Context: an optimization exercise on an open-source flow, tuned for small area, a short achievable clock period and few clock cycles. The choices shown serve that exercise and are no tape-out recipe.
The RTL was checked by simulation tests, not by an equivalence proof against the original design.
Power and IR drop assume default switching activity.

<file path="flow/run.sh">
#!/bin/bash
# synth_recipe.tcl (not shown) runs the flow's synth.tcl, then flattens the netlist and writes it again
# the make line also repeats each setting of config.mk as NAME=value (left out here)
make -C /OpenROAD-flow-scripts/flow DESIGN_CONFIG=/design/flow/config.mk WORK_HOME=/design/flow/orfs CLKGATE_MAP_FILE= SYNTH_SCRIPT=/design/flow/synth_recipe.tcl finish
</file>
<file path="flow/config.mk">
export PLATFORM = sky130hd
export DESIGN_NAME = router
export DESIGN_NICKNAME = router
export VERILOG_FILES = /design/flow/design.v
export SDC_FILE = /design/flow/constraint.sdc
export NUM_CORES = 4
export LEC_CHECK = 0
export CAP_MARGIN = 20
export CORE_MARGIN = 2
export CORE_UTILIZATION = 40
export SLEW_MARGIN = 20
</file>
<file path="flow/constraint.sdc">
create_clock -name core_clock -period 6.5 [get_ports {clk}]
set_input_delay 1.3000 -clock core_clock [delete_from_list [all_inputs] [get_ports {clk}]]
set_output_delay 1.3000 -clock core_clock [all_outputs]
set_load 0.01 [all_outputs]
</file>
<file path="flow/design.v">
module arb (
        req,
        grt,
        clk,
        rst_
);
input  [4:0]  req;
output [4:0]  grt;
input             clk, rst_;
assign  grt[0]  =                   req[0];
assign  grt[1]  = (req[0]   == 0) & req[1];
assign  grt[2]  = (req[1:0] == 0) & req[2];
assign  grt[3]  = (req[2:0] == 0) & req[3];
assign  grt[4]  = (req[3:0] == 0) & req[4];
endmodule
module rtcomp (
	addr,
	ivch,
	en,
	port,
	ovch,
	my_xpos,
	my_ypos,
	clk,
	rst_
);
input	[3:0]	addr;
input	[3:0]	ivch;
input			en;
output	[2:0]	port;
output	[0:0]	ovch;
input	[1:0]	my_xpos;
input	[1:0]	my_ypos;
input	clk;
input	rst_;
wire	[2:0]	port0;
reg	[2:0]	port1;
wire	[0:0]	ovch0;
reg	[0:0]	ovch1;
wire	[1:0]	dst_xpos;
wire	[1:0]	dst_ypos;
wire	[1:0]	delta_x1;	 
wire	[1:0]	delta_x3;	 
assign	dst_xpos= addr[1:0];
assign	dst_ypos= addr[3:2];
assign	port	= en ? port0 : port1;
assign	ovch	= en ? ovch0 : ovch1;
always @ (posedge clk) begin
	if (rst_ == 1'b0) begin
		port1	<= 0;
		ovch1	<= 0;
	end else if (en) begin
		port1	<= port0;
		ovch1	<= ovch0;
	end
end
assign	port0	= ( dst_xpos == my_xpos && dst_ypos == my_ypos ) ? 4 :
                  ( dst_xpos > my_xpos ) ? 1 :
                  ( dst_xpos < my_xpos ) ? 3 :
                  ( dst_ypos > my_ypos ) ? 2 : 0;
assign ovch0	= ivch;
endmodule
module fifo (
	idata,
	odata,
	wr_en,
	rd_en,
	empty,
	full,
	ordy,
	clk,
	rst_
);
input	[34:0]	idata;
output	[34:0]	odata;
input			wr_en;
input			rd_en;
output			empty;
output			full;
output			ordy;
input	clk, rst_;
reg	[34:0]	ram	[0:4];
reg	[2:0]	rd_addr, wr_addr;
reg	[3:0]	d_cnt;
wire			set;
integer	i;
always @ (posedge clk) begin
	if (rst_ == 1'b0)
		wr_addr	<= 0;
	else if (set)
		if (wr_addr == 4)
			wr_addr	<= 0;
		else
			wr_addr	<= wr_addr + 1;
end
always @ (posedge clk) begin
	if (rst_ == 1'b0)
		rd_addr	<= 0;
	else if (~empty & rd_en)
		if (rd_addr == 4)
			rd_addr	<= 0;
		else
			rd_addr	<= rd_addr + 1;
end
always @ (posedge clk) begin
	if (rst_ == 1'b0)
		d_cnt	<= 0;
	else if (~full  & wr_en & ~(rd_en & ~empty))
		d_cnt	<= d_cnt + 1;
	else if (~empty & rd_en & ~wr_en)
		d_cnt	<= d_cnt - 1;
end
assign	full	= (d_cnt == 5);
assign	empty	= (d_cnt == 0);
assign	set	= (~full | rd_en) & wr_en;
assign	ordy	= ((5 - d_cnt) >= 5) ? 1'b1 : 1'b0;
assign	odata	= ~empty ? ram[rd_addr] : 0;
always @ (posedge clk) begin
	if (rst_ == 1'b0)
		for (i = 0; i < 5; i = i + 1)
			ram[i]	<= 0;
	else if (set)
		ram[wr_addr]	<= idata;
end
endmodule
module vc (
        bdata,
        send,
        olck,
        irdy_0,
        irdy_1,
        irdy_2,
        irdy_3,
        irdy_4,
        ilck_0,
        ilck_1,
        ilck_2,
        ilck_3,
        ilck_4,
        grt_0,
        grt_1,
        grt_2,
        grt_3,
        grt_4,
        req,
        port,
        ovch,
        clk,
        rst_
);
parameter       ROUTERID= 0;
parameter       PCHID   = 0;
parameter       VCHID   = 0;
input   [34:0]      bdata;
output                  send;
output                  olck;
input   [1:0]        irdy_0;
input   [1:0]        irdy_1;
input   [1:0]        irdy_2;
input   [1:0]        irdy_3;
input   [1:0]        irdy_4;
input   [1:0]        ilck_0;
input   [1:0]        ilck_1;
input   [1:0]        ilck_2;
input   [1:0]        ilck_3;
input   [1:0]        ilck_4;
input                   grt_0;
input                   grt_1;
input                   grt_2;
input                   grt_3;
input                   grt_4;
output                  req;
input   [2:0]      port;
input   [0:0]       ovch;
input   clk, rst_;
reg     [1:0]           state;
wire    [2:0]      btype;
reg                     req;      
wire                    ilck;     
wire                    grt;	  
wire                    irdy;	  
reg                     send;
assign  btype   = bdata[34:32];
assign  ilck    = (
                   (port == 0 && ilck_0[ovch]) ||
                   (port == 1 && ilck_1[ovch]) ||
                   (port == 2 && ilck_2[ovch]) ||
                   (port == 3 && ilck_3[ovch]) ||
                   (port == 4 && ilck_4[ovch]) );
assign  grt     = (
                   (port == 0 && grt_0) ||
                   (port == 1 && grt_1) ||
                   (port == 2 && grt_2) ||
                   (port == 3 && grt_3) ||
                   (port == 4 && grt_4) );
assign  irdy    = (
                   (port == 0 && irdy_0[ovch]) ||
                   (port == 1 && irdy_1[ovch]) ||
                   (port == 2 && irdy_2[ovch]) ||
                   (port == 3 && irdy_3[ovch]) ||
                   (port == 4 && irdy_4[ovch]) );
assign  olck    = (state != 2'b00);
always @ (posedge clk) begin
	if (rst_ == 1'b0) begin
		state	<= 2'b00;
		send	<= 1'b0;
		req	<= 1'b0;
	end else begin
		case (state)
		2'b00: begin
			if (btype == 3'b001 ||
			    btype == 3'b011) begin
				state	<= 2'b01;
				send	<= 1'b0;
				req	<= 1'b1;
			end
		end
                2'b01: begin
			if (ilck == 1'b1) begin
				req     <= 1'b0;
			end if (grt == 1'b0) begin
				req     <= 1'b1;
			end if (irdy == 1'b1 && grt == 1'b1) begin
                                state   <= 2'b10;
				send	<= 1'b1;
				req     <= 1'b1;
			end
                end
		2'b10: begin
			if (btype == 3'b011 ||
			    btype == 3'b010) begin
				state	<= 2'b00;
				send	<= 1'b0;
				req	<= 1'b0;
			end
		end
		endcase
	end
end
endmodule
module vcmux (
        ovalid0,
        ovalid1,
        odata0,
        odata1,
        ovch0,
        ovch1,
        req0,
        req1,
        port0,
        port1,
        ovalid,
        odata,
        ovch,
        req,
        port,
        vcsel,
        clk,
        rst_
);
input                   ovalid0;
input                   ovalid1;
input   [34:0]      odata0;
input   [34:0]      odata1;
input   [0:0]       ovch0;
input   [0:0]       ovch1;
input                   req0;
input                   req1;
input   [2:0]      port0;
input   [2:0]      port1;
output                  ovalid;
output  [34:0]      odata;
output  [0:0]       ovch;
output                  req;
output  [2:0]      port;
output  [1:0]        vcsel;
input   clk, rst_;
reg    [1:0]         last;
wire   [1:0]         grt;
wire   [1:0]         hold;
wire                    anyhold;
assign  hold    = last & {req1, req0};
assign  anyhold = |hold;
assign  vcsel   = grt;
always @ (posedge clk) begin
        if (rst_ == 1'b0)
                last    <= 2'b0;
        else if (last != grt)
                last    <= grt;
end
assign  grt[0]  = anyhold ? hold[0] : ( req0);
assign  grt[1]  = anyhold ? hold[1] : (!req0 &  req1);
assign  ovalid  = ovalid0 | ovalid1;
assign  req     = req0 | req1;
assign  odata   =
                  (last[0] == 1'b1) ? odata0 :
                  (last[1] == 1'b1) ? odata1 : 35'b0;
assign  ovch    =
                  (last[0] == 1'b1) ? ovch0 :
                  (last[1] == 1'b1) ? ovch1 : 1'b0;
assign  port    =
                  (vcsel[0] == 1'b1) ? port0 :
                  (vcsel[1] == 1'b1) ? port1 : 3'b0;
endmodule
module inputc (
        idata,
        ivalid,
        ivch,
        oack,
        ordy,
        olck,
        odata,
        ovalid,
        ovch,
        irdy_0,
        irdy_1,
        irdy_2,
        irdy_3,
        irdy_4,
        ilck_0,
        ilck_1,
        ilck_2,
        ilck_3,
        ilck_4,
        grt_0,
        grt_1,
        grt_2,
        grt_3,
        grt_4,
        port,
        req,
        my_xpos,
        my_ypos,
        clk,
        rst_
);
parameter       ROUTERID= 0;
parameter       PCHID   = 0;
input   [34:0]      idata;
input                   ivalid;
input   [0:0]       ivch;
output  [1:0]        oack;
output  [1:0]        ordy;
output  [1:0]        olck;
output  [34:0]      odata;
output                  ovalid;
output  [0:0]       ovch;
input   [1:0]        irdy_0;
input   [1:0]        irdy_1;
input   [1:0]        irdy_2;
input   [1:0]        irdy_3;
input   [1:0]        irdy_4;
input   [1:0]        ilck_0;
input   [1:0]        ilck_1;
input   [1:0]        ilck_2;
input   [1:0]        ilck_3;
input   [1:0]        ilck_4;
input                   grt_0;
input                   grt_1;
input                   grt_2;
input                   grt_3;
input                   grt_4;
output  [2:0]      port;
output                  req;
input   [1:0]     my_xpos;
input   [1:0]     my_ypos;
input   clk, rst_;
wire    [34:0]      odata0;
wire                    ovalid0;
wire    [0:0]       ovch0;
wire    [2:0]      port0;
wire                    req0;
wire                    send0;
wire    [34:0]      bdata0;
wire    [2:0]      btype0;
wire    [34:0]      odata1;
wire                    ovalid1;
wire    [0:0]       ovch1;
wire    [2:0]      port1;
wire                    req1;
wire                    send1;
wire    [34:0]      bdata1;
wire    [2:0]      btype1;
wire    [1:0]        vcsel;
assign  oack[0]        = send0;
assign  oack[1]        = send1;
vcmux vcmux (
        .ovalid0 ( ovalid0 ),
        .ovalid1 ( ovalid1 ),
        .odata0  ( odata0 ),
        .odata1  ( odata1 ),
        .ovch0   ( ovch0 ),
        .ovch1   ( ovch1 ),
        .req0    ( req0 ),
        .req1    ( req1 ),
        .port0   ( port0 ),
        .port1   ( port1 ),
        .ovalid  ( ovalid ),
        .odata   ( odata  ),
        .ovch    ( ovch   ),
        .req     ( req    ),
        .port    ( port   ),
        .vcsel   ( vcsel  ),
        .clk     ( clk    ),
        .rst_    ( rst_   )
);
vc #( ROUTERID, PCHID, 0 ) vc_0 (
       .bdata ( bdata0  ),
       .send  ( send0   ),
       .olck  ( olck[0] ),
       .irdy_0( irdy_0  ),
       .irdy_1( irdy_1  ),
       .irdy_2( irdy_2  ),
       .irdy_3( irdy_3  ),
       .irdy_4( irdy_4  ),
       .ilck_0( ilck_0  ),
       .ilck_1( ilck_1  ),
       .ilck_2( ilck_2  ),
       .ilck_3( ilck_3  ),
       .ilck_4( ilck_4  ),
       .grt_0 ( vcsel[0] ? grt_0 : 1'b0 ),
       .grt_1 ( vcsel[0] ? grt_1 : 1'b0 ),
       .grt_2 ( vcsel[0] ? grt_2 : 1'b0 ),
       .grt_3 ( vcsel[0] ? grt_3 : 1'b0 ),
       .grt_4 ( vcsel[0] ? grt_4 : 1'b0 ),
       .req   ( req0    ),
       .port  ( port0   ),
       .ovch  ( ovch0   ),
       .clk ( clk  ),
       .rst_( rst_ )
);
vc #( ROUTERID, PCHID, 1 ) vc_1 (
       .bdata ( bdata1  ),
       .send  ( send1   ),
       .olck  ( olck[1] ),
       .irdy_0( irdy_0  ),
       .irdy_1( irdy_1  ),
       .irdy_2( irdy_2  ),
       .irdy_3( irdy_3  ),
       .irdy_4( irdy_4  ),
       .ilck_0( ilck_0  ),
       .ilck_1( ilck_1  ),
       .ilck_2( ilck_2  ),
       .ilck_3( ilck_3  ),
       .ilck_4( ilck_4  ),
       .grt_0 ( vcsel[1] ? grt_0 : 1'b0 ),
       .grt_1 ( vcsel[1] ? grt_1 : 1'b0 ),
       .grt_2 ( vcsel[1] ? grt_2 : 1'b0 ),
       .grt_3 ( vcsel[1] ? grt_3 : 1'b0 ),
       .grt_4 ( vcsel[1] ? grt_4 : 1'b0 ),
       .req   ( req1    ),
       .port  ( port1   ),
       .ovch  ( ovch1   ),
       .clk ( clk  ),
       .rst_( rst_ )
);
assign  odata0   = send0 && btype0 != 3'b000 ? bdata0 : 35'b0;
assign  odata1   = send1 && btype1 != 3'b000 ? bdata1 : 35'b0;
assign  ovalid0  = send0 && btype0 != 3'b000;
assign  ovalid1  = send1 && btype1 != 3'b000;
assign  btype0  = bdata0[34:32];
assign  btype1  = bdata1[34:32];
rtcomp rc0 (
        .addr   ( bdata0[3:0] ),
        .ivch   ( bdata0[11:8] ),
        .en     ( btype0 == 3'b001 || btype0 == 3'b011 ),
        .port   ( port0  ),
        .ovch   ( ovch0  ),
        .my_xpos( my_xpos ),
        .my_ypos( my_ypos ),
        .clk    ( clk  ),
        .rst_   ( rst_ )
);
rtcomp rc1 (
        .addr   ( bdata1[3:0] ),
        .ivch   ( bdata1[11:8] ),
        .en     ( btype1 == 3'b001 || btype1 == 3'b011 ),
        .port   ( port1  ),
        .ovch   ( ovch1  ),
        .my_xpos( my_xpos ),
        .my_ypos( my_ypos ),
        .clk    ( clk  ),
        .rst_   ( rst_ )
);
fifo    ibuf0 (
        .idata  ( ivch == 0 ? idata  : 35'b0 ),
        .odata  ( bdata0 ),
        .wr_en  ( ivch == 0 ? ivalid : 1'b0 ),
        .rd_en  ( send0 ),
        .empty  (   ),
        .full   (   ),
        .ordy   ( ordy[0]        ),
        .clk    ( clk  ),
        .rst_   ( rst_ )
);
fifo    ibuf1 (
        .idata  ( ivch == 1 ? idata  : 35'b0 ),
        .odata  ( bdata1 ),
        .wr_en  ( ivch == 1 ? ivalid : 1'b0 ),
        .rd_en  ( send1 ),
        .empty  (   ),
        .full   (   ),
        .ordy   ( ordy[1]        ),
        .clk    ( clk  ),
        .rst_   ( rst_ )
);
endmodule
module muxcont (
        port_0,
        req_0,
        port_1,
        req_1,
        port_2,
        req_2,
        port_3,
        req_3,
        port_4,
        req_4,
        sel,
        grt,
        clk,
        rst_
);
parameter       PORTID = 0;
input  [2:0] port_0;
input             req_0;
input  [2:0] port_1;
input             req_1;
input  [2:0] port_2;
input             req_2;
input  [2:0] port_3;
input             req_3;
input  [2:0] port_4;
input             req_4;
output [4:0]  sel;
output [4:0]  grt;
input             clk, rst_;
reg    [4:0]  last;
wire   [4:0]  req;
wire   [4:0]  grt0;
wire   [4:0]  hold;
wire              anyhold;
assign  req[0]  = req_0 & (port_0 == PORTID);
assign  req[1]  = req_1 & (port_1 == PORTID);
assign  req[2]  = req_2 & (port_2 == PORTID);
assign  req[3]  = req_3 & (port_3 == PORTID);
assign  req[4]  = req_4 & (port_4 == PORTID);
assign  hold    = last & req;
assign  anyhold = |hold;
assign  sel     = last;
always @ (posedge clk) begin
        if (rst_ == 1'b0)
                last    <= 5'b0;
        else if (last != grt)
                last    <= grt;
end
assign  grt[0]  = anyhold ? hold[0] : grt0[0];
assign  grt[1]  = anyhold ? hold[1] : grt0[1];
assign  grt[2]  = anyhold ? hold[2] : grt0[2];
assign  grt[3]  = anyhold ? hold[3] : grt0[3];
assign  grt[4]  = anyhold ? hold[4] : grt0[4];
arb a0 (
        .req ( req  ),
        .grt ( grt0 ),
        .clk ( clk  ),
        .rst_( rst_ )
);
endmodule
module mux (
        idata_0,
        ivalid_0,
        ivch_0,
        idata_1,
        ivalid_1,
        ivch_1,
        idata_2,
        ivalid_2,
        ivch_2,
        idata_3,
        ivalid_3,
        ivch_3,
        idata_4,
        ivalid_4,
        ivch_4,
        sel,
        odata,
        ovalid,
        ovch
);
input    [34:0]    idata_0;
input                  ivalid_0;
input    [0:0]     ivch_0;
input    [34:0]    idata_1;
input                  ivalid_1;
input    [0:0]     ivch_1;
input    [34:0]    idata_2;
input                  ivalid_2;
input    [0:0]     ivch_2;
input    [34:0]    idata_3;
input                  ivalid_3;
input    [0:0]     ivch_3;
input    [34:0]    idata_4;
input                  ivalid_4;
input    [0:0]     ivch_4;
input    [4:0]     sel;
output   [34:0]    odata;
output                 ovalid;
output   [0:0]     ovch;
assign odata =
                (sel == 5'b00001) ? idata_0 :
                (sel == 5'b00010) ? idata_1 :
                (sel == 5'b00100) ? idata_2 :
                (sel == 5'b01000) ? idata_3 :
                (sel == 5'b10000) ? idata_4 :
                35'b0;
assign ovalid =
                (sel == 5'b00001) ? ivalid_0 :
                (sel == 5'b00010) ? ivalid_1 :
                (sel == 5'b00100) ? ivalid_2 :
                (sel == 5'b01000) ? ivalid_3 :
                (sel == 5'b10000) ? ivalid_4 :
                1'b0;
assign ovch =
                (sel == 5'b00001) ? ivch_0 :
                (sel == 5'b00010) ? ivch_1 :
                (sel == 5'b00100) ? ivch_2 :
                (sel == 5'b01000) ? ivch_3 :
                (sel == 5'b10000) ? ivch_4 :
                1'b0;
endmodule
module cb (
        idata_0,
        ivalid_0,
        ivch_0,
        port_0,
        req_0,
        grt_0,
        idata_1,
        ivalid_1,
        ivch_1,
        port_1,
        req_1,
        grt_1,
        idata_2,
        ivalid_2,
        ivch_2,
        port_2,
        req_2,
        grt_2,
        idata_3,
        ivalid_3,
        ivch_3,
        port_3,
        req_3,
        grt_3,
        idata_4,
        ivalid_4,
        ivch_4,
        port_4,
        req_4,
        grt_4,
        odata_0,
        ovalid_0,
        ovch_0,
        odata_1,
        ovalid_1,
        ovch_1,
        odata_2,
        ovalid_2,
        ovch_2,
        odata_3,
        ovalid_3,
        ovch_3,
        odata_4,
        ovalid_4,
        ovch_4,
        clk,
        rst_
);
input   [34:0]      idata_0;
input                   ivalid_0;
input   [0:0]       ivch_0;
input   [2:0]      port_0;
input                   req_0;
output  [4:0]       grt_0;
input   [34:0]      idata_1;
input                   ivalid_1;
input   [0:0]       ivch_1;
input   [2:0]      port_1;
input                   req_1;
output  [4:0]       grt_1;
input   [34:0]      idata_2;
input                   ivalid_2;
input   [0:0]       ivch_2;
input   [2:0]      port_2;
input                   req_2;
output  [4:0]       grt_2;
input   [34:0]      idata_3;
input                   ivalid_3;
input   [0:0]       ivch_3;
input   [2:0]      port_3;
input                   req_3;
output  [4:0]       grt_3;
input   [34:0]      idata_4;
input                   ivalid_4;
input   [0:0]       ivch_4;
input   [2:0]      port_4;
input                   req_4;
output  [4:0]       grt_4;
output  [34:0]      odata_0;
output                  ovalid_0;
output  [0:0]       ovch_0;
output  [34:0]      odata_1;
output                  ovalid_1;
output  [0:0]       ovch_1;
output  [34:0]      odata_2;
output                  ovalid_2;
output  [0:0]       ovch_2;
output  [34:0]      odata_3;
output                  ovalid_3;
output  [0:0]       ovch_3;
output  [34:0]      odata_4;
output                  ovalid_4;
output  [0:0]       ovch_4;
input                   clk;
input                   rst_;
wire    [4:0]     cb_sel_0;
wire    [4:0]     cb_sel_1;
wire    [4:0]     cb_sel_2;
wire    [4:0]     cb_sel_3;
wire    [4:0]     cb_sel_4;
wire    [4:0]     cb_grt_0;
wire    [4:0]     cb_grt_1;
wire    [4:0]     cb_grt_2;
wire    [4:0]     cb_grt_3;
wire    [4:0]     cb_grt_4;
muxcont #( 0 ) muxcont_0 (
        .port_0   ( port_0   ),
        .req_0    ( req_0    ),
        .port_1   ( port_1   ),
        .req_1    ( req_1    ),
        .port_2   ( port_2   ),
        .req_2    ( req_2    ),
        .port_3   ( port_3   ),
        .req_3    ( req_3    ),
        .port_4   ( port_4   ),
        .req_4    ( req_4    ),
        .sel ( cb_sel_0 ),
        .grt ( cb_grt_0 ),
        .clk ( clk  ),
        .rst_( rst_ )
);
muxcont #( 1 ) muxcont_1 (
        .port_0   ( port_0   ),
        .req_0    ( req_0    ),
        .port_1   ( port_1   ),
        .req_1    ( req_1    ),
        .port_2   ( port_2   ),
        .req_2    ( req_2    ),
        .port_3   ( port_3   ),
        .req_3    ( req_3    ),
        .port_4   ( port_4   ),
        .req_4    ( req_4    ),
        .sel ( cb_sel_1 ),
        .grt ( cb_grt_1 ),
        .clk ( clk  ),
        .rst_( rst_ )
);
muxcont #( 2 ) muxcont_2 (
        .port_0   ( port_0   ),
        .req_0    ( req_0    ),
        .port_1   ( port_1   ),
        .req_1    ( req_1    ),
        .port_2   ( port_2   ),
        .req_2    ( req_2    ),
        .port_3   ( port_3   ),
        .req_3    ( req_3    ),
        .port_4   ( port_4   ),
        .req_4    ( req_4    ),
        .sel ( cb_sel_2 ),
        .grt ( cb_grt_2 ),
        .clk ( clk  ),
        .rst_( rst_ )
);
muxcont #( 3 ) muxcont_3 (
        .port_0   ( port_0   ),
        .req_0    ( req_0    ),
        .port_1   ( port_1   ),
        .req_1    ( req_1    ),
        .port_2   ( port_2   ),
        .req_2    ( req_2    ),
        .port_3   ( port_3   ),
        .req_3    ( req_3    ),
        .port_4   ( port_4   ),
        .req_4    ( req_4    ),
        .sel ( cb_sel_3 ),
        .grt ( cb_grt_3 ),
        .clk ( clk  ),
        .rst_( rst_ )
);
muxcont #( 4 ) muxcont_4 (
        .port_0   ( port_0   ),
        .req_0    ( req_0    ),
        .port_1   ( port_1   ),
        .req_1    ( req_1    ),
        .port_2   ( port_2   ),
        .req_2    ( req_2    ),
        .port_3   ( port_3   ),
        .req_3    ( req_3    ),
        .port_4   ( port_4   ),
        .req_4    ( req_4    ),
        .sel ( cb_sel_4 ),
        .grt ( cb_grt_4 ),
        .clk ( clk  ),
        .rst_( rst_ )
);
mux mux_0 (
        .idata_0  ( idata_0  ),
        .ivalid_0 ( ivalid_0 ),
        .ivch_0   ( ivch_0   ),
        .idata_1  ( idata_1  ),
        .ivalid_1 ( ivalid_1 ),
        .ivch_1   ( ivch_1   ),
        .idata_2  ( idata_2  ),
        .ivalid_2 ( ivalid_2 ),
        .ivch_2   ( ivch_2   ),
        .idata_3  ( idata_3  ),
        .ivalid_3 ( ivalid_3 ),
        .ivch_3   ( ivch_3   ),
        .idata_4  ( idata_4  ),
        .ivalid_4 ( ivalid_4 ),
        .ivch_4   ( ivch_4   ),
        .odata  ( odata_0    ),
        .ovalid ( ovalid_0   ),
        .ovch   ( ovch_0     ),
        .sel ( cb_sel_0 )
);
mux mux_1 (
        .idata_0  ( idata_0  ),
        .ivalid_0 ( ivalid_0 ),
        .ivch_0   ( ivch_0   ),
        .idata_1  ( idata_1  ),
        .ivalid_1 ( ivalid_1 ),
        .ivch_1   ( ivch_1   ),
        .idata_2  ( idata_2  ),
        .ivalid_2 ( ivalid_2 ),
        .ivch_2   ( ivch_2   ),
        .idata_3  ( idata_3  ),
        .ivalid_3 ( ivalid_3 ),
        .ivch_3   ( ivch_3   ),
        .idata_4  ( idata_4  ),
        .ivalid_4 ( ivalid_4 ),
        .ivch_4   ( ivch_4   ),
        .odata  ( odata_1    ),
        .ovalid ( ovalid_1   ),
        .ovch   ( ovch_1     ),
        .sel ( cb_sel_1 )
);
mux mux_2 (
        .idata_0  ( idata_0  ),
        .ivalid_0 ( ivalid_0 ),
        .ivch_0   ( ivch_0   ),
        .idata_1  ( idata_1  ),
        .ivalid_1 ( ivalid_1 ),
        .ivch_1   ( ivch_1   ),
        .idata_2  ( idata_2  ),
        .ivalid_2 ( ivalid_2 ),
        .ivch_2   ( ivch_2   ),
        .idata_3  ( idata_3  ),
        .ivalid_3 ( ivalid_3 ),
        .ivch_3   ( ivch_3   ),
        .idata_4  ( idata_4  ),
        .ivalid_4 ( ivalid_4 ),
        .ivch_4   ( ivch_4   ),
        .odata  ( odata_2    ),
        .ovalid ( ovalid_2   ),
        .ovch   ( ovch_2     ),
        .sel ( cb_sel_2 )
);
mux mux_3 (
        .idata_0  ( idata_0  ),
        .ivalid_0 ( ivalid_0 ),
        .ivch_0   ( ivch_0   ),
        .idata_1  ( idata_1  ),
        .ivalid_1 ( ivalid_1 ),
        .ivch_1   ( ivch_1   ),
        .idata_2  ( idata_2  ),
        .ivalid_2 ( ivalid_2 ),
        .ivch_2   ( ivch_2   ),
        .idata_3  ( idata_3  ),
        .ivalid_3 ( ivalid_3 ),
        .ivch_3   ( ivch_3   ),
        .idata_4  ( idata_4  ),
        .ivalid_4 ( ivalid_4 ),
        .ivch_4   ( ivch_4   ),
        .odata  ( odata_3    ),
        .ovalid ( ovalid_3   ),
        .ovch   ( ovch_3     ),
        .sel ( cb_sel_3 )
);
mux mux_4 (
        .idata_0  ( idata_0  ),
        .ivalid_0 ( ivalid_0 ),
        .ivch_0   ( ivch_0   ),
        .idata_1  ( idata_1  ),
        .ivalid_1 ( ivalid_1 ),
        .ivch_1   ( ivch_1   ),
        .idata_2  ( idata_2  ),
        .ivalid_2 ( ivalid_2 ),
        .ivch_2   ( ivch_2   ),
        .idata_3  ( idata_3  ),
        .ivalid_3 ( ivalid_3 ),
        .ivch_3   ( ivch_3   ),
        .idata_4  ( idata_4  ),
        .ivalid_4 ( ivalid_4 ),
        .ivch_4   ( ivch_4   ),
        .odata  ( odata_4    ),
        .ovalid ( ovalid_4   ),
        .ovch   ( ovch_4     ),
        .sel ( cb_sel_4 )
);
assign grt_0[0]  = cb_grt_0[0];
assign grt_0[1]  = cb_grt_1[0];
assign grt_0[2]  = cb_grt_2[0];
assign grt_0[3]  = cb_grt_3[0];
assign grt_0[4]  = cb_grt_4[0];
assign grt_1[0]  = cb_grt_0[1];
assign grt_1[1]  = cb_grt_1[1];
assign grt_1[2]  = cb_grt_2[1];
assign grt_1[3]  = cb_grt_3[1];
assign grt_1[4]  = cb_grt_4[1];
assign grt_2[0]  = cb_grt_0[2];
assign grt_2[1]  = cb_grt_1[2];
assign grt_2[2]  = cb_grt_2[2];
assign grt_2[3]  = cb_grt_3[2];
assign grt_2[4]  = cb_grt_4[2];
assign grt_3[0]  = cb_grt_0[3];
assign grt_3[1]  = cb_grt_1[3];
assign grt_3[2]  = cb_grt_2[3];
assign grt_3[3]  = cb_grt_3[3];
assign grt_3[4]  = cb_grt_4[3];
assign grt_4[0]  = cb_grt_0[4];
assign grt_4[1]  = cb_grt_1[4];
assign grt_4[2]  = cb_grt_2[4];
assign grt_4[3]  = cb_grt_3[4];
assign grt_4[4]  = cb_grt_4[4];
endmodule
module outputc (
        idata,
        ivalid,
        ivch,
        odata,
        ovalid,
        ovch,
        iack,
        ordy,
        ilck,
        olck,
        clk,
        rst_
);
parameter       ROUTERID= 0;
parameter       PCHID   = 0;
input   [34:0]      idata;
input                   ivalid;
input   [0:0]       ivch;
output  [34:0]      odata;
output                  ovalid;
output  [0:0]       ovch;
input   [1:0]        iack;
output  [1:0]        ordy;
input   [1:0]        ilck;
output  [1:0]        olck;
input   clk, rst_;
reg     [34:0]      odata;
reg                     ovalid;
reg     [0:0]       ovch;
wire    [2:0]      itype;
wire    [2:0]      otype;
reg     [1:0]        olck;
reg     [3:0]   cnt0;
reg     [3:0]   cnt1;
assign  itype   = (ivalid == 1'b1) ? idata[34:32] :
                                        3'b000;
assign  otype   = (ovalid == 1'b1) ? odata[34:32] :
                                        3'b000;
always @ (posedge clk) begin
        if (rst_ == 1'b0) begin
                odata   <= 35'b0;
                ovalid  <= 1'b0;
                ovch    <= 1'b0;
        end else if (ivalid) begin
                odata   <= idata;
                ovalid  <= ivalid;
                ovch    <= ivch;
        end else if (~ivalid & ovalid) begin
                odata   <= 35'b0;
                ovalid  <= 1'b0;
                ovch    <= 1'b0;
        end
end
always @ (posedge clk) begin
        if (rst_ == 1'b0)
                olck[0] <= 1'b0;
        else if ( (ivalid && ivch == 0) || (ovalid && ovch == 0) )
                olck[0] <= 1'b1;
        else if (olck[0] && ~ilck[0])
                olck[0] <= 1'b0;
end
always @ (posedge clk) begin
        if (rst_ == 1'b0)
                olck[1] <= 1'b0;
        else if ( (ivalid && ivch == 1) || (ovalid && ovch == 1) )
                olck[1] <= 1'b1;
        else if (olck[1] && ~ilck[1])
                olck[1] <= 1'b0;
end
assign  ordy[0] = ((5 - cnt0) >= 5) ? 1'b1 : 1'b0;
assign  ordy[1] = ((5 - cnt1) >= 5) ? 1'b1 : 1'b0;
always @ (posedge clk) begin
        if (rst_ == 1'b0)
                cnt0  <= 0;
        else if (iack[0] && ~(ivalid && ivch == 0) && cnt0 != 0)
                cnt0  <= cnt0 - 1;
        else if (~iack[0] && (ivalid && ivch == 0))
                cnt0  <= cnt0 + 1;
end
always @ (posedge clk) begin
        if (rst_ == 1'b0)
                cnt1  <= 0;
        else if (iack[1] && ~(ivalid && ivch == 1) && cnt1 != 0)
                cnt1  <= cnt1 - 1;
        else if (~iack[1] && (ivalid && ivch == 1))
                cnt1  <= cnt1 + 1;
end
endmodule
module router (
        idata_0,
        ivalid_0,
        ivch_0,
        oack_0,
        ordy_0,
        olck_0,
        idata_1,
        ivalid_1,
        ivch_1,
        oack_1,
        ordy_1,
        olck_1,
        idata_2,
        ivalid_2,
        ivch_2,
        oack_2,
        ordy_2,
        olck_2,
        idata_3,
        ivalid_3,
        ivch_3,
        oack_3,
        ordy_3,
        olck_3,
        idata_4,
        ivalid_4,
        ivch_4,
        oack_4,
        ordy_4,
        olck_4,
        odata_0,
        ovalid_0,
        ovch_0,
        iack_0,
        ilck_0,
        odata_1,
        ovalid_1,
        ovch_1,
        iack_1,
        ilck_1,
        odata_2,
        ovalid_2,
        ovch_2,
        iack_2,
        ilck_2,
        odata_3,
        ovalid_3,
        ovch_3,
        iack_3,
        ilck_3,
        odata_4,
        ovalid_4,
        ovch_4,
        iack_4,
        ilck_4,
        my_xpos,
        my_ypos,
        clk,
        rst_
);
parameter       ROUTERID = 0;
input   [34:0] idata_0;
input              ivalid_0;
input   [0:0]  ivch_0;
output  [1:0]   oack_0;
output  [1:0]   ordy_0;
output  [1:0]   olck_0;
input   [34:0] idata_1;
input              ivalid_1;
input   [0:0]  ivch_1;
output  [1:0]   oack_1;
output  [1:0]   ordy_1;
output  [1:0]   olck_1;
input   [34:0] idata_2;
input              ivalid_2;
input   [0:0]  ivch_2;
output  [1:0]   oack_2;
output  [1:0]   ordy_2;
output  [1:0]   olck_2;
input   [34:0] idata_3;
input              ivalid_3;
input   [0:0]  ivch_3;
output  [1:0]   oack_3;
output  [1:0]   ordy_3;
output  [1:0]   olck_3;
input   [34:0] idata_4;
input              ivalid_4;
input   [0:0]  ivch_4;
output  [1:0]   oack_4;
output  [1:0]   ordy_4;
output  [1:0]   olck_4;
output  [34:0] odata_0;
output             ovalid_0;
output  [0:0]  ovch_0;
input   [1:0]   iack_0;
input   [1:0]   ilck_0;
output  [34:0] odata_1;
output             ovalid_1;
output  [0:0]  ovch_1;
input   [1:0]   iack_1;
input   [1:0]   ilck_1;
output  [34:0] odata_2;
output             ovalid_2;
output  [0:0]  ovch_2;
input   [1:0]   iack_2;
input   [1:0]   ilck_2;
output  [34:0] odata_3;
output             ovalid_3;
output  [0:0]  ovch_3;
input   [1:0]   iack_3;
input   [1:0]   ilck_3;
output  [34:0] odata_4;
output             ovalid_4;
output  [0:0]  ovch_4;
input   [1:0]   iack_4;
input   [1:0]   ilck_4;
input [1:0]  my_xpos;
input [1:0]  my_ypos;
input    clk;
input    rst_;
wire [34:0] ic_odata_0;
wire [34:0] ic_odata_1;
wire [34:0] ic_odata_2;
wire [34:0] ic_odata_3;
wire [34:0] ic_odata_4;
wire            ic_ovalid_0;
wire            ic_ovalid_1;
wire            ic_ovalid_2;
wire            ic_ovalid_3;
wire            ic_ovalid_4;
wire [0:0]  ic_ovch_0;
wire [0:0]  ic_ovch_1;
wire [0:0]  ic_ovch_2;
wire [0:0]  ic_ovch_3;
wire [0:0]  ic_ovch_4;
wire [2:0] ic_port_0;
wire [2:0] ic_port_1;
wire [2:0] ic_port_2;
wire [2:0] ic_port_3;
wire [2:0] ic_port_4;
wire            ic_req_0;
wire            ic_req_1;
wire            ic_req_2;
wire            ic_req_3;
wire            ic_req_4;
wire [34:0] cb_odata_0;
wire [34:0] cb_odata_1;
wire [34:0] cb_odata_2;
wire [34:0] cb_odata_3;
wire [34:0] cb_odata_4;
wire            cb_ovalid_0;
wire            cb_ovalid_1;
wire            cb_ovalid_2;
wire            cb_ovalid_3;
wire            cb_ovalid_4;
wire [0:0]  cb_ovch_0;
wire [0:0]  cb_ovch_1;
wire [0:0]  cb_ovch_2;
wire [0:0]  cb_ovch_3;
wire [0:0]  cb_ovch_4;
wire [4:0]  cb_grt_0;
wire [4:0]  cb_grt_1;
wire [4:0]  cb_grt_2;
wire [4:0]  cb_grt_3;
wire [4:0]  cb_grt_4;
wire [1:0]   oc_ordy_0;
wire [1:0]   oc_ordy_1;
wire [1:0]   oc_ordy_2;
wire [1:0]   oc_ordy_3;
wire [1:0]   oc_ordy_4;
wire [1:0]   oc_olck_0;
wire [1:0]   oc_olck_1;
wire [1:0]   oc_olck_2;
wire [1:0]   oc_olck_3;
wire [1:0]   oc_olck_4;
inputc #( ROUTERID, 0 ) ic_0 (
       .idata ( idata_0     ),
       .ivalid( ivalid_0    ),
       .ivch  ( ivch_0      ),
       .oack  ( oack_0      ),
       .ordy  ( ordy_0      ),
       .olck  ( olck_0      ),
       .odata ( ic_odata_0  ),
       .ovalid( ic_ovalid_0 ),
       .ovch  ( ic_ovch_0   ),
       .irdy_0( oc_ordy_0   ),
       .irdy_1( oc_ordy_1   ),
       .irdy_2( oc_ordy_2   ),
       .irdy_3( oc_ordy_3   ),
       .irdy_4( oc_ordy_4   ),
       .ilck_0( oc_olck_0   ),
       .ilck_1( oc_olck_1   ),
       .ilck_2( oc_olck_2   ),
       .ilck_3( oc_olck_3   ),
       .ilck_4( oc_olck_4   ),
       .grt_0 ( cb_grt_0[0] ),
       .grt_1 ( cb_grt_0[1] ),
       .grt_2 ( cb_grt_0[2] ),
       .grt_3 ( cb_grt_0[3] ),
       .grt_4 ( cb_grt_0[4] ),
       .port  ( ic_port_0   ),
       .req   ( ic_req_0    ),
       .my_xpos( my_xpos    ),
       .my_ypos( my_ypos    ),
       .clk ( clk  ),
       .rst_( rst_ )
);
inputc #( ROUTERID, 1 ) ic_1 (
       .idata ( idata_1     ),
       .ivalid( ivalid_1    ),
       .ivch  ( ivch_1      ),
       .oack  ( oack_1      ),
       .ordy  ( ordy_1      ),
       .olck  ( olck_1      ),
       .odata ( ic_odata_1  ),
       .ovalid( ic_ovalid_1 ),
       .ovch  ( ic_ovch_1   ),
       .irdy_0( oc_ordy_0   ),
       .irdy_1( oc_ordy_1   ),
       .irdy_2( oc_ordy_2   ),
       .irdy_3( oc_ordy_3   ),
       .irdy_4( oc_ordy_4   ),
       .ilck_0( oc_olck_0   ),
       .ilck_1( oc_olck_1   ),
       .ilck_2( oc_olck_2   ),
       .ilck_3( oc_olck_3   ),
       .ilck_4( oc_olck_4   ),
       .grt_0 ( cb_grt_1[0] ),
       .grt_1 ( cb_grt_1[1] ),
       .grt_2 ( cb_grt_1[2] ),
       .grt_3 ( cb_grt_1[3] ),
       .grt_4 ( cb_grt_1[4] ),
       .port  ( ic_port_1   ),
       .req   ( ic_req_1    ),
       .my_xpos( my_xpos    ),
       .my_ypos( my_ypos    ),
       .clk ( clk  ),
       .rst_( rst_ )
);
inputc #( ROUTERID, 2 ) ic_2 (
       .idata ( idata_2     ),
       .ivalid( ivalid_2    ),
       .ivch  ( ivch_2      ),
       .oack  ( oack_2      ),
       .ordy  ( ordy_2      ),
       .olck  ( olck_2      ),
       .odata ( ic_odata_2  ),
       .ovalid( ic_ovalid_2 ),
       .ovch  ( ic_ovch_2   ),
       .irdy_0( oc_ordy_0   ),
       .irdy_1( oc_ordy_1   ),
       .irdy_2( oc_ordy_2   ),
       .irdy_3( oc_ordy_3   ),
       .irdy_4( oc_ordy_4   ),
       .ilck_0( oc_olck_0   ),
       .ilck_1( oc_olck_1   ),
       .ilck_2( oc_olck_2   ),
       .ilck_3( oc_olck_3   ),
       .ilck_4( oc_olck_4   ),
       .grt_0 ( cb_grt_2[0] ),
       .grt_1 ( cb_grt_2[1] ),
       .grt_2 ( cb_grt_2[2] ),
       .grt_3 ( cb_grt_2[3] ),
       .grt_4 ( cb_grt_2[4] ),
       .port  ( ic_port_2   ),
       .req   ( ic_req_2    ),
       .my_xpos( my_xpos    ),
       .my_ypos( my_ypos    ),
       .clk ( clk  ),
       .rst_( rst_ )
);
inputc #( ROUTERID, 3 ) ic_3 (
       .idata ( idata_3     ),
       .ivalid( ivalid_3    ),
       .ivch  ( ivch_3      ),
       .oack  ( oack_3      ),
       .ordy  ( ordy_3      ),
       .olck  ( olck_3      ),
       .odata ( ic_odata_3  ),
       .ovalid( ic_ovalid_3 ),
       .ovch  ( ic_ovch_3   ),
       .irdy_0( oc_ordy_0   ),
       .irdy_1( oc_ordy_1   ),
       .irdy_2( oc_ordy_2   ),
       .irdy_3( oc_ordy_3   ),
       .irdy_4( oc_ordy_4   ),
       .ilck_0( oc_olck_0   ),
       .ilck_1( oc_olck_1   ),
       .ilck_2( oc_olck_2   ),
       .ilck_3( oc_olck_3   ),
       .ilck_4( oc_olck_4   ),
       .grt_0 ( cb_grt_3[0] ),
       .grt_1 ( cb_grt_3[1] ),
       .grt_2 ( cb_grt_3[2] ),
       .grt_3 ( cb_grt_3[3] ),
       .grt_4 ( cb_grt_3[4] ),
       .port  ( ic_port_3   ),
       .req   ( ic_req_3    ),
       .my_xpos( my_xpos    ),
       .my_ypos( my_ypos    ),
       .clk ( clk  ),
       .rst_( rst_ )
);
inputc #( ROUTERID, 4 ) ic_4 (
       .idata ( idata_4     ),
       .ivalid( ivalid_4    ),
       .ivch  ( ivch_4      ),
       .oack  ( oack_4      ),
       .ordy  ( ordy_4      ),
       .olck  ( olck_4      ),
       .odata ( ic_odata_4  ),
       .ovalid( ic_ovalid_4 ),
       .ovch  ( ic_ovch_4   ),
       .irdy_0( oc_ordy_0   ),
       .irdy_1( oc_ordy_1   ),
       .irdy_2( oc_ordy_2   ),
       .irdy_3( oc_ordy_3   ),
       .irdy_4( oc_ordy_4   ),
       .ilck_0( oc_olck_0   ),
       .ilck_1( oc_olck_1   ),
       .ilck_2( oc_olck_2   ),
       .ilck_3( oc_olck_3   ),
       .ilck_4( oc_olck_4   ),
       .grt_0 ( cb_grt_4[0] ),
       .grt_1 ( cb_grt_4[1] ),
       .grt_2 ( cb_grt_4[2] ),
       .grt_3 ( cb_grt_4[3] ),
       .grt_4 ( cb_grt_4[4] ),
       .port  ( ic_port_4   ),
       .req   ( ic_req_4    ),
       .my_xpos( my_xpos    ),
       .my_ypos( my_ypos    ),
       .clk ( clk  ),
       .rst_( rst_ )
);
cb cb (
        .idata_0 ( ic_odata_0  ),
        .ivalid_0( ic_ovalid_0 ),
        .ivch_0  ( ic_ovch_0   ),
        .port_0  ( ic_port_0   ),
        .req_0   ( ic_req_0    ),
        .grt_0   ( cb_grt_0    ),
        .idata_1 ( ic_odata_1  ),
        .ivalid_1( ic_ovalid_1 ),
        .ivch_1  ( ic_ovch_1   ),
        .port_1  ( ic_port_1   ),
        .req_1   ( ic_req_1    ),
        .grt_1   ( cb_grt_1    ),
        .idata_2 ( ic_odata_2  ),
        .ivalid_2( ic_ovalid_2 ),
        .ivch_2  ( ic_ovch_2   ),
        .port_2  ( ic_port_2   ),
        .req_2   ( ic_req_2    ),
        .grt_2   ( cb_grt_2    ),
        .idata_3 ( ic_odata_3  ),
        .ivalid_3( ic_ovalid_3 ),
        .ivch_3  ( ic_ovch_3   ),
        .port_3  ( ic_port_3   ),
        .req_3   ( ic_req_3    ),
        .grt_3   ( cb_grt_3    ),
        .idata_4 ( ic_odata_4  ),
        .ivalid_4( ic_ovalid_4 ),
        .ivch_4  ( ic_ovch_4   ),
        .port_4  ( ic_port_4   ),
        .req_4   ( ic_req_4    ),
        .grt_4   ( cb_grt_4    ),
        .odata_0 ( cb_odata_0  ),
        .ovalid_0( cb_ovalid_0 ),
        .ovch_0  ( cb_ovch_0   ),
        .odata_1 ( cb_odata_1  ),
        .ovalid_1( cb_ovalid_1 ),
        .ovch_1  ( cb_ovch_1   ),
        .odata_2 ( cb_odata_2  ),
        .ovalid_2( cb_ovalid_2 ),
        .ovch_2  ( cb_ovch_2   ),
        .odata_3 ( cb_odata_3  ),
        .ovalid_3( cb_ovalid_3 ),
        .ovch_3  ( cb_ovch_3   ),
        .odata_4 ( cb_odata_4  ),
        .ovalid_4( cb_ovalid_4 ),
        .ovch_4  ( cb_ovch_4   ),
        .clk ( clk  ),
        .rst_( rst_ )
);
outputc #( ROUTERID, 0 ) oc_0 (
       .idata ( cb_odata_0  ),
       .ivalid( cb_ovalid_0 ),
       .ivch  ( cb_ovch_0   ),
       .odata ( odata_0     ),
       .ovalid( ovalid_0    ),
       .ovch  ( ovch_0      ),
       .iack  ( iack_0      ),
       .ordy  ( oc_ordy_0   ),
       .ilck  ( ilck_0      ),
       .olck  ( oc_olck_0   ),
       .clk ( clk  ),
       .rst_( rst_ )
);
outputc #( ROUTERID, 1 ) oc_1 (
       .idata ( cb_odata_1  ),
       .ivalid( cb_ovalid_1 ),
       .ivch  ( cb_ovch_1   ),
       .odata ( odata_1     ),
       .ovalid( ovalid_1    ),
       .ovch  ( ovch_1      ),
       .iack  ( iack_1      ),
       .ordy  ( oc_ordy_1   ),
       .ilck  ( ilck_1      ),
       .olck  ( oc_olck_1   ),
       .clk ( clk  ),
       .rst_( rst_ )
);
outputc #( ROUTERID, 2 ) oc_2 (
       .idata ( cb_odata_2  ),
       .ivalid( cb_ovalid_2 ),
       .ivch  ( cb_ovch_2   ),
       .odata ( odata_2     ),
       .ovalid( ovalid_2    ),
       .ovch  ( ovch_2      ),
       .iack  ( iack_2      ),
       .ordy  ( oc_ordy_2   ),
       .ilck  ( ilck_2      ),
       .olck  ( oc_olck_2   ),
       .clk ( clk  ),
       .rst_( rst_ )
);
outputc #( ROUTERID, 3 ) oc_3 (
       .idata ( cb_odata_3  ),
       .ivalid( cb_ovalid_3 ),
       .ivch  ( cb_ovch_3   ),
       .odata ( odata_3     ),
       .ovalid( ovalid_3    ),
       .ovch  ( ovch_3      ),
       .iack  ( iack_3      ),
       .ordy  ( oc_ordy_3   ),
       .ilck  ( ilck_3      ),
       .olck  ( oc_olck_3   ),
       .clk ( clk  ),
       .rst_( rst_ )
);
outputc #( ROUTERID, 4 ) oc_4 (
       .idata ( cb_odata_4  ),
       .ivalid( cb_ovalid_4 ),
       .ivch  ( cb_ovch_4   ),
       .odata ( odata_4     ),
       .ovalid( ovalid_4    ),
       .ovch  ( ovch_4      ),
       .iack  ( iack_4      ),
       .ordy  ( oc_ordy_4   ),
       .ilck  ( ilck_4      ),
       .olck  ( oc_olck_4   ),
       .clk ( clk  ),
       .rst_( rst_ )
);
endmodule
</file>
==> key figures <==
STA
  • Skew final: 0.104 ns
  • Slew @ Worst Pin: 1.28 ns
  • Final slew viol count: 0
  • RSZ-0062 raised after global routing: no
  • Setup TNS: 0 ns
  • Maximum clock rate: 170 MHz
  • Final setup viols: 0
  • Final worst path period share: 0.905
  • Tmin final: 5.88 ns
  • Worst relative slew slack: 0.144
  • Final Hold Viols: 0

Die
  • Die Width: 614 um
  • Core region area: 369000 um2
  • FP Rows: 223
  • Num ports: 426
  • Die area: 376000 um2
  • Initial Util: 0.402
  • Die height: 614 um

Cells and area
  • Final Instance Area: 171000 um2
  • Fraction of layout cells with a size suffix above 1: 0.157
  • Final nets: 12100
  • Final core occ: 0.464
  • Layout area overhead: 15.4%
  • FILL cells: 32500

Critical path
  • Worst r2r dst: oc_4.cnt0[3]
  • CP Capture Type: flop
  • CP max stage delay: 0.72 ns
  • Slowest CP cell: a22oi_1
  • Critical path's top delay family: compound AO/OA/AOI/OAI gates
  • Critical path cell sequence: buf_4 > mux4_2 > or4b_1 > nand2_1 > mux2i_1 > o22ai_1 > a22oi_1 > nand3_1 > nand3_1 > inv_1 > ha_1 > a21o_1 > a21oi_1 > mux2i_1 > xnor2_1 > nor2_1
  • Worst setup path endpoint: oc_4.cnt0[3]
  • CP Class: reg2reg
  • Startpoint Class: flop
  • CP arrival: 6.68 ns
  • Worst Path Buf+Inv: 2
  • FF-to-FF setup slack: 0.62 ns
  • Largest fanout on the critical path: 17
  • CP Data Required Time: 7.30 ns
  • Reg2Reg Depth: 16
  • Crit path depth: 16

Synthesis
  • Synthesized area per cell: 13.3 um2
  • FF+latch count, synth: 3270
  • Cell with the most instances after synthesis: edfxtp_1
  • Unique masters post-synth: 119
  • Syn nets: 11600
  • Seq/Total Area, Yosys: 0.629
  • Asr flop ratio synth: 0
  • Main synth FF type: edfxtp_1
  • Gate Count Post-Synth: 11200
  • Post-synth top area share: 0.566
  • Post-synth EDFFs: 2800
  • Ranking of synthesized cells by area: edfxtp_1 57%, mux4_2 11%, dfxtp_1 6.3%, nor2_1 5.9%, mux2i_1 2.9%
  • Synth warn: 23
  • Post-synth top cells: 2800 x edfxtp_1, 2325 x nor2_1, 704 x mux4_2, 699 x nand2_1, 546 x inv_1
  • Netlist Area Pre-Place: 149000 um2
  • Leading area contributor after synthesis: edfxtp_1

Power and ir drop
  • P_leak: 0.0595 uW
  • Pwr per Cell Area: 296 nW/um2
  • VDD IR max: 221 uV

Hold path
  • Hold crit path type: reg2reg

Drt
  • DR DRC count: 0
  • Initial drt markers: 14100
  • Via Count: 101000
  • WL final: 526 mm
  • Routed length per placed instance: 31.1 um
  • Drt first pass iters: 13
  • Avg Vias per Cell: 5.96
  • Detail Route Antenna Nets: 0

Placement
  • RD Place Congestion: 0.972
  • Detailed Place HPWL: 355 mm
  • PortBufs: 425
  • Placed Area: 160000 um2

Global routing
  • Grt ovf: 0
  • Pin count of the biggest net entering global routing: 133
  • Vias in the first global route: 98200
  • Initial antenna violation count: 43
  • Total GRT Usage: 0.273
  • First-pass GRT wire length: 734 mm

Job
  • Maxcap violations: 0

CTS
  • Setup Fix Bufs, Post-CTS: 0
  • Clock root buffer: clkbuf_16
  • CTS tree: done
  • Hold buffer count at CTS: 0
  • Clock latency (worst-skew pair): 1.02 ns
  • CTS Buffer Depth: 4
  • CTS Buf Count: 358
  • Clk sink count: 3270
  • CTS resizes: 0
  • Reg clk slew, reported paths: 0.06 ns
  • H-tree levels: 5

Outcome
  • Status: timing/DRC/antenna clean
[power by group]
group	internal (uW)	switching, uW	leakage, uW	total (uW)
combinational	2150	4450	0.0224	6600
clock	11400	8770	0.00563	20200
sequential	23400	505	0.0315	23900
[area by class of cell]
| class | count | area, um2 | area share |
|---|---|---|---|
| Timing Repair Buffer | 819 | 7370 | 0.0430 |
| Tap cell | 4950 | 6190 | 0.0361 |
| Multi-Input combinational cell | 6655 | 50700 | 0.296 |
| Clock buffer | 441 | 9470 | 0.0552 |
| Clock inverter | 210 | 2060 | 0.0120 |
| Inverter | 549 | 2070 | 0.0121 |
| Antenna cell | 13 | 32.5 | 0.000190 |
| Sequential cell | 3270 | 93600 | 0.546 |
[worst min-delay path, cell delays in order, from the launching register on]
cell     delay (ns)
dfxtp_1        0.33
nand2_1        0.06
a21oi_1        0.08
[metal layers]
metal | global-route usage | wire [um] | up-vias
li1 | - | - | 42600
met1 | 0.355 | 200000 | 51500
met2 | 0.423 | 238000 | 5533
met3 | 0.0592 | 51600 | 1187
met4 | 0.160 | 36800 | 18
met5 | 0 | 195 | -
[cell usage in the layout (no fill, tap or decap), types with 42 or more instances in the layout]
| cell type | Yosys | layout |
|---|---|---|
| clkinv_1 | 2 | 65 |
| a31oi_1 | 77 | 77 |
| nand3_1 | 70 | 69 |
| edfxtp_1 | 2800 | 2800 |
| nor2_1 | 2325 | 2316 |
| mux2i_1 | 434 | 433 |
| clkbuf_16 | 0 | 363 |
| clkbuf_1 | 521 | 69 |
| o22a_1 | 87 | 87 |
| nand2_1 | 699 | 697 |
| nand2b_1 | 231 | 231 |
| dfxtp_1 | 470 | 441 |
| a211oi_1 | 101 | 101 |
| ha_1 | 190 | 190 |
| o22ai_1 | 133 | 114 |
| a22oi_1 | 122 | 122 |
| xnor2_1 | 50 | 50 |
| nor2b_1 | 42 | 42 |
| clkinv_2 | 0 | 76 |
| a221oi_1 | 50 | 50 |
| inv_1 | 546 | 545 |
| nor3_1 | 66 | 53 |
| a222oi_1 | 88 | 88 |
| buf_4 | 30 | 380 |
| mux4_2 | 704 | 704 |
| clkdlybuf4s50_1 | 0 | 419 |
| o21ai_0 | 215 | 211 |
| a21oi_1 | 319 | 319 |
[per-stage QoR]
| stage | hold WS, ns | instances | power [uW] | worst slack [ns] |
|---|---|---|---|---|
| CTS | 0.458 | 16900 | 50800 | 0.632 |
| global placement | 0.441 | 16200 | 30600 | 0.543 |
| finish | 0.451 | 16900 | 50700 | 0.616 |
| floorplan | 0.467 | 11200 | 28000 | 1.22 |
| detailed placement | 0.445 | 16200 | 30800 | 0.442 |
| global route | 0.478 | 16900 | 52100 | 0.318 |
[registers in the layout (all words and copies together) (netlist names), 5 cells and up, named ones only]
register           cells
ic_1.ibuf0.ram       280
oc_2.odata            35
ic_2.ibuf1.ram       280
cb.muxcont_1.last      5
ic_0.ibuf0.ram       280
oc_4.odata            35
ic_3.ibuf0.ram       280
ic_2.ibuf0.ram       280
cb.muxcont_3.last      5
oc_0.odata            35
oc_1.odata            35
cb.muxcont_0.last      5
ic_0.ibuf1.ram       280
ic_4.ibuf1.ram       280
oc_3.odata            35
ic_3.ibuf1.ram       280
cb.muxcont_4.last      5
ic_1.ibuf1.ram       280
ic_4.ibuf0.ram       280
cb.muxcont_2.last      5
[cell families (layout without fill, tap and decap cells)]
| logic type | Yosys count | count (layout) | share of synthesized area |
|---|---|---|---|
| xor gates and xnor gates | 63 | 63 | 0.00371 |
| and+or+nand+nor | 3719 | 3719 | 0.107 |
| DFF | 3270 | 3270 | 0.629 |
| buffers and inverters | 1242 | 2019 | 0.0325 |
| other | 0 | 13 | 0 |
| AOI/OAI and AO/OA | 1492 | 1492 | 0.0700 |
| muxes | 1171 | 1171 | 0.139 |
| adders and majority gates | 210 | 210 | 0.0187 |
[worst min path at each step]
| stage | start | cells after the start | endpoint |
|---|---|---|---|
| 2_1_floorplan | ic_3.ibuf0.rd_addr[1] | 2 | flop |
| 3_3_place_gp | oc_0.odata[3] | 1 | oc_0.odata[3] |
| 3_5_place_dp | oc_0.odata[3] | 1 | oc_0.odata[3] |
| 4_1_cts | oc_0.odata[3] | 1 | oc_0.odata[3] |
| 5_1_grt | oc_0.odata[3] | 1 | oc_0.odata[3] |
| 6_report | ic_3.ibuf0.rd_addr[1] | 2 | flop |
Testbench counts, summed over its fixed seeds: cycles 13,206.

==> static timing again, ports no longer ideal <==
In the flow no input, the clock included, has a driving cell. The finished layout below was timed again as built, in two steps. Step 1 sets driving cells, clkbuf_16 on the clock port and buf_2 on the other inputs (assumed; they add their load-dependent delay and slew). Step 2 moves the port delays by t, midway between the first and last clock arrival at a register: inputs arrive t later, outputs are due t later. That takes back most of the time a late clock gives input paths. a / b / c = ideal ports / drivers / drivers and shift; a / b = the first two.
shift t [ns]: 1.083
setup slack, ns: 0.616 / 0.616 / 0.287
worst setup path at the end: input to register
pins driven straight from the clock port: 1
After both steps this run still meets setup and hold. The setup slack of this run moves by 0.000 ns with the drivers and by -0.329 ns with both steps.
